From an optimization exercise on the open Yosys and OpenROAD flow, aimed at a short achievable clock period and few clock cycles; shortcuts taken in it are not production practice. Function was checked by simulation only, so behaviour that the tests miss may differ from the original. Power and IR drop assume default switching activity.

Setup of job 104:
Design riscvmulti, start of the top module:
module riscvmulti(input  logic        clk, reset,
                  output logic        MemWrite,
                  output logic [31:0] Adr, WriteData,
                  input  logic [31:0] ReadData);
  localparam logic [6:0] OP_R = 7'b0110011, OP_I = 7'b0010011, OP_LW = 7'b0000011,
                         OP_SW = 7'b0100011, OP_BEQ = 7'b1100011, OP_JAL = 7'b1101111;
  localparam int NC = 16;    
  logic [11:2] fa;                  
  logic [31:0] adr_q;               
  logic        id_v;                
  logic [31:0] ir, id_pc;
  logic [31:0] pcn;                 
  logic [31:1] s1_oh, s2_oh;
  logic        b1_ex, b1_mm, b1_w, b2_ex, b2_mm, b2_w;
  logic        ex_v;                
  logic [31:0] ex_a, ex_b, ex_sd, ex_tgt;    
  logic [4:0]  ex_rd;
  logic        ex_wr, ex_sub, ex_and, ex_or, ex_slt, ex_ld, ex_st, ex_br;
  logic        m_v;                 
  logic [31:0] m_adr;
  logic        mm_wr, mm_ld;        
  logic [4:0]  mm_rd;
  logic [31:0] mm_res;
  logic        w_v;                 
  logic [4:0]  w_rd;
  logic [31:0] w_d;
  logic [31:1][31:0] rf;
  logic [NC-1:0]       ic_v;
  logic [NC-1:0][11:6] ic_tag;
  logic [NC-1:0][31:0] ic_dat;
  logic          cs_hit, cf_hit, fa_seq, fa_same;
  logic [31:0]   cs_dat, cf_dat;
  logic [31:0] ex_sum, ex_res;
  logic        ex_eq, ex_taken;
  assign ex_sum = ex_a + ex_b + {31'b0, ex_sub};
  always_comb begin
  ...
export LEC_CHECK = 0
export ABC_CLOCK_PERIOD_IN_PS = 2500
export CAP_MARGIN = 20
export CORE_MARGIN = 2
export CORE_UTILIZATION = 30
export PLACE_DENSITY = 0.45
export SLEW_MARGIN = 20
create_clock -name core_clock -period 9.0 [get_ports {clk}]
standard.sh (not shown) runs the stock make flow with config.mk's settings and CLKGATE_MAP_FILE= SYNTH_SCRIPT=/design/flow/synth_recipe.tcl, a recipe that flattens the netlist after the stock synthesis.
==> flow/flow/run.sh <==
#!/bin/bash
set -euo pipefail
bash standard.sh SETUP_SLACK_MARGIN=6.5 finish > standard.log 2>&1
Testbench counts of job 104, summed over its fixed seeds: cycles 45,481.
--- input diff job 104..job 103 ---
diff --git a/flow/design.v b/flow/design.v
--- a/flow/design.v
+++ b/flow/design.v
@@ -126,28 +126,23 @@
   assign r_tj   = fa + {ReadData[20], ReadData[30:22]};
   assign r_tb   = fa + {ReadData[7], ReadData[30:25], ReadData[11:9]};
   assign c_tj   = fa + {cw[20], cw[30:22]};
   assign c_tb   = fa + {cw[7], cw[30:25], cw[11:9]};
   assign f_jal  = m_v ? c_jal : r_jal;
   assign f_jmp  = m_v ? c_jmp : r_jmp;
-  logic        tr, tc;
-  logic [11:2] fa1, early_nx, late_nx, late_a;
-  assign tr       = take & ~m_v;                       
-  assign tc       = take & m_v;                        
-  assign fa1      = fa + 10'd1;
-  assign early_nx = ({10{ex_taken}} & ex_tgt[11:2]) |
-                    ({10{tc & c_jal}} & c_tj) | ({10{tc & ~c_jal & c_jmp}} & c_tb) |
-                    ({10{tc & ~c_jmp}} & fa1) | ({10{~take & ~ex_taken}} & fa);
-  assign late_nx  = ({10{tr & r_jal}} & r_tj) | ({10{tr & ~r_jal & r_jmp}} & r_tb) |
-                    ({10{tr & ~r_jmp}} & fa1);
-  assign late_a   = ({10{~m_next & tr & r_jal}} & r_tj) | ({10{~m_next & tr & ~r_jal & r_jmp}} & r_tb) |
-                    ({10{~m_next & tr & ~r_jmp}} & fa1);
-  assign fa_nx    = early_nx | late_nx;
-  logic [31:0] adr_nx;
-  assign adr_nx   = ({32{m_next}} & ex_sum) |
-                    {20'b0, ({10{~m_next}} & early_nx) | late_a, 2'b0};
+  logic [11:2] f_tj, f_tb;
+  assign f_tj   = m_v ? c_tj : r_tj;
+  assign f_tb   = m_v ? c_tb : r_tb;
+  logic s_br, s_j, s_b, s_seq, s_hold;
+  assign s_br   = ex_taken;
+  assign s_j    = take & f_jal;
+  assign s_b    = take & ~f_jal & f_jmp;
+  assign s_seq  = take & ~f_jmp;
+  assign s_hold = ~take & ~ex_taken;
+  assign fa_nx  = ({10{s_br}} & ex_tgt[11:2]) | ({10{s_j}} & f_tj) | ({10{s_b}} & f_tb) |
+                  ({10{s_seq}} & (fa + 10'd1)) | ({10{s_hold}} & fa);
   assign Adr = adr_q;
   logic [4:0]  n1, n2;
   logic        id_wr;
   logic [31:1] n1_oh, n2_oh;
   assign n1    = take ? fw[19:15] : rs1;
   assign n2    = take ? fw[24:20] : rs2;
@@ -176,13 +171,13 @@
       ic_v     <= '0;
       fa_seq   <= 1'b0;
       fa_same  <= 1'b0;
       pcn      <= 32'b0;
     end else begin
       fa    <= fa_nx;
-      adr_q <= adr_nx;
+      adr_q <= m_next ? ex_sum : {20'b0, fa_nx, 2'b0};
       mm_wr <= ex_v & ex_wr;
       mm_ld <= ex_v & ex_ld & (ex_rd != 5'd0);
       w_v   <= mm_wr | mm_ld;
       if (ex_taken)   id_v <= 1'b0;
       else if (take)  id_v <= 1'b1;
       else if (id_go) id_v <= 1'b0;
Findings:
Portion of the layout cell area used by clock cells across job 103 and job 104: no real change. Relative to job 104, sequential share of layout area has increased by 0.46 points in job 103. Job 103 vs job 104: global-route wire length before repair up slightly. Job 103 vs job 104: clock network fraction of design power down. Summary of job 103 over job 104: actual transition at the worst max-transition pin fell by 0.026 ns; total stage count of the critical path rose by 4; first-iteration DRC count rose by 1,147. Per the comparison of job 103 with job 104, achievable frequency closely matched the old numbers; die area decreased by 0.0040 sq mm relative to the old numbers.
Testbench counts of job 103, summed over its fixed seeds: cycles 45,481.


riscvmulti, a different RTL version from the one above (not shown whole).
For scale: about 0.11 mm2 of cells after synthesis.
## riscvmulti
module riscvmulti(input  logic        clk, reset,
                  output logic        MemWrite,
                  output logic [31:0] Adr, WriteData,
                  input  logic [31:0] ReadData);
export LEC_CHECK = 0
export ABC_CLOCK_PERIOD_IN_PS = 2500
export CAP_MARGIN = 20
export CORE_MARGIN = 2
export CORE_UTILIZATION = 30
export PLACE_DENSITY = 0.45
export SLEW_MARGIN = 20
create_clock -name core_clock -period 9.0 [get_ports {clk}]
Scripts as last shown in full above: flow/flow/run.sh
Testbench counts at the start, summed over its fixed seeds: cycles 45,994.
Rerun with:
--- a/flow/design.v
+++ b/flow/design.v
@@ -105,47 +105,59 @@
   assign stall = id_v & (((ex_v & ex_ld & (ex_rd != 5'd0)) &
                           ((use1 & (ex_rd == rs1)) | (use2 & (ex_rd == rs2)))) |
                          (mm_ld & ((use1 & (mm_rd == rs1)) | (use2 & (mm_rd == rs2)))));
   assign id_go = id_v & ~stall & ~ex_taken;            
   logic        m_next, c_hit, fetch, take, f_jal, f_jmp;
   logic [31:0] fw;
   logic [11:2] fa_nx;
   assign m_next = ex_v & (ex_ld | ex_st);              
   assign c_hit  = (fa_seq & cs_hit) | (fa_same & cf_hit);
   assign fetch  = (~m_v | c_hit) & ~stall;
   assign fw     = ~m_v ? ReadData : fa_seq ? cs_dat : cf_dat;
-  logic        id_redir;
-  assign id_redir = id_v & is_beq & is_jmp & ~ex_taken;
-  assign take   = fetch & ~ex_taken & ~id_redir;       
+  assign take   = fetch & ~ex_taken;                   
   logic [31:0] cw;
   logic        r_jal, r_jmp, c_jal, c_jmp;
-  logic [11:2] r_tj, c_tj;
+  logic [11:2] r_tj, r_tb, c_tj, c_tb;
   assign cw     = fa_seq ? cs_dat : cf_dat;
   assign r_jal  = (ReadData[6:0] == OP_JAL);
-  assign r_jmp  = r_jal;
-  assign c_jal  = (cw[6:0] == OP_JAL);
-  assign c_jmp  = c_jal;
+  assign r_jmp  = r_jal | ((ReadData[6:0] == OP_BEQ) & (ReadData[19:15] == ReadData[24:20]));
+  logic        cs_jal, cs_jmp, cf_jal, cf_jmp;
+  logic [11:2] cs_tj, cs_tb, cf_tj, cf_tb;
+  assign cs_jal = (cs_dat[6:0] == OP_JAL);
+  assign cs_jmp = cs_jal | ((cs_dat[6:0] == OP_BEQ) & (cs_dat[19:15] == cs_dat[24:20]));
+  assign cf_jal = (cf_dat[6:0] == OP_JAL);
+  assign cf_jmp = cf_jal | ((cf_dat[6:0] == OP_BEQ) & (cf_dat[19:15] == cf_dat[24:20]));
+  assign cs_tj  = fa + {cs_dat[20], cs_dat[30:22]};
+  assign cs_tb  = fa + {cs_dat[7], cs_dat[30:25], cs_dat[11:9]};
+  assign cf_tj  = fa + {cf_dat[20], cf_dat[30:22]};
+  assign cf_tb  = fa + {cf_dat[7], cf_dat[30:25], cf_dat[11:9]};
+  assign c_jal  = fa_seq ? cs_jal : cf_jal;
+  assign c_jmp  = fa_seq ? cs_jmp : cf_jmp;
   assign r_tj   = fa + {ReadData[20], ReadData[30:22]};
-  assign c_tj   = fa + {cw[20], cw[30:22]};
+  assign r_tb   = fa + {ReadData[7], ReadData[30:25], ReadData[11:9]};
+  assign c_tj   = ({10{fa_seq}} & cs_tj) | ({10{~fa_seq}} & cf_tj);
+  assign c_tb   = ({10{fa_seq}} & cs_tb) | ({10{~fa_seq}} & cf_tb);
   assign f_jal  = m_v ? c_jal : r_jal;
   assign f_jmp  = m_v ? c_jmp : r_jmp;
   logic        tr, tc;
   logic [11:2] fa1, early_nx, late_nx, late_a;
   assign tr       = take & ~m_v;                       
   assign tc       = take & m_v;                        
   assign fa1      = fa + 10'd1;
-  assign early_nx = ({10{ex_taken}} & ex_tgt[11:2]) | ({10{id_redir}} & tgt_b[11:2]) |
-                    ({10{tc & c_jal}} & c_tj) | ({10{tc & ~c_jal}} & fa1) |
-                    ({10{~take & ~ex_taken & ~id_redir}} & fa);
-  assign late_nx  = ({10{tr & r_jal}} & r_tj) | ({10{tr & ~r_jal}} & fa1);
-  assign late_a   = ({10{~m_next & tr & r_jal}} & r_tj) | ({10{~m_next & tr & ~r_jal}} & fa1);
+  assign early_nx = ({10{ex_taken}} & ex_tgt[11:2]) |
+                    ({10{tc & c_jal}} & c_tj) | ({10{tc & ~c_jal & c_jmp}} & c_tb) |
+                    ({10{tc & ~c_jmp}} & fa1) | ({10{~take & ~ex_taken}} & fa);
+  assign late_nx  = ({10{tr & r_jal}} & r_tj) | ({10{tr & ~r_jal & r_jmp}} & r_tb) |
+                    ({10{tr & ~r_jmp}} & fa1);
+  assign late_a   = ({10{~m_next & tr & r_jal}} & r_tj) | ({10{~m_next & tr & ~r_jal & r_jmp}} & r_tb) |
+                    ({10{~m_next & tr & ~r_jmp}} & fa1);
   assign fa_nx    = early_nx | late_nx;
   logic [31:0] adr_nx;
   assign adr_nx   = ({32{m_next}} & ex_sum) |
                     {20'b0, ({10{~m_next}} & early_nx) | late_a, 2'b0};
   assign Adr = adr_q;
   logic [4:0]  n1, n2;
   logic        id_wr;
   logic [31:1] n1_oh, n2_oh;
   assign n1    = take ? fw[19:15] : rs1;
   assign n2    = take ? fw[24:20] : rs2;
   assign id_wr = (is_alu | is_jal) & (rd != 5'd0);
@@ -172,30 +184,30 @@
       MemWrite <= 1'b0;
       ic_v     <= '0;
       fa_seq   <= 1'b0;
       fa_same  <= 1'b0;
       pcn      <= 32'b0;
     end else begin
       fa    <= fa_nx;
       adr_q <= adr_nx;
       mm_wr <= ex_v & ex_wr;
       mm_ld <= ex_v & ex_ld & (ex_rd != 5'd0);
       w_v   <= mm_wr | mm_ld;
-      if (ex_taken | id_redir) id_v <= 1'b0;
+      if (ex_taken)   id_v <= 1'b0;
       else if (take)  id_v <= 1'b1;
       else if (id_go) id_v <= 1'b0;
       ex_v     <= id_go & (is_alu | is_lw | is_sw | (is_beq & ~is_jmp) | is_jal);
       m_v      <= m_next;
       MemWrite <= ex_v & ex_st;
       fa_seq   <= take & ~f_jmp;
-      fa_same  <= ~take & ~ex_taken & ~id_redir;
+      fa_same  <= ~take & ~ex_taken;
       if (ex_taken)  pcn <= ex_tgt;
       else if (id_v) pcn <= succ;
       if (~m_v)
         ic_v[fa[5:2]] <= 1'b1;
       else if (MemWrite & (ic_tag[m_adr[5:2]] == m_adr[11:6]))
         ic_v[m_adr[5:2]] <= 1'b0;
     end
   always_ff @(posedge clk) begin
     s1_oh <= n1_oh;
     s2_oh <= n2_oh;
     b1_ex <= id_go & id_wr & (rd == n1);
The changed run went through all stages and came out clean.
Critical path depth went down by 13.
Non-clock buffer count came out higher by 209.
Design area rose by 4.8%.
Flip-flop and latch count stays the same.
Power is higher by 6.4%.
Register-to-register slack gains 0.16 ns.
Testbench counts after the change, summed over its fixed seeds: cycles 45,481.

## port drivers added, routing unchanged
In the flow no input, the clock included, has a driving cell. The finished layouts below were timed again as built, in two steps.
Step 1 sets driving cells, clkbuf_16 on the clock port and buf_2 on the other inputs (assumed; they add their load-dependent delay and slew).
Step 2 moves the port delays by t, midway between the first and last clock arrival at a register: inputs arrive t later, outputs are due t later. That takes back most of the time a late clock gives input paths.
a / b / c = ideal / step 1 / step 2; a / b = the first two.
run | t (ns) | setup WS [ns] | worst setup path after step 2
job 104 | 1.067 | 5.378 / 5.378 / 4.533 | input to register
job 103 | 1.053 | 5.369 / 5.369 / 4.442 | input to register
the first run of note 2 | 1.059 | 5.455 / 5.381 / 4.511 | input to register
the second run of note 2 | 1.010 | 5.553 / 5.448 / 4.776 | input to register
After both steps setup and hold are still met in every run listed. The setup slack of the first run of note 2, which loses most, moves by -0.074 ns with the drivers and by -0.944 ns with both steps.
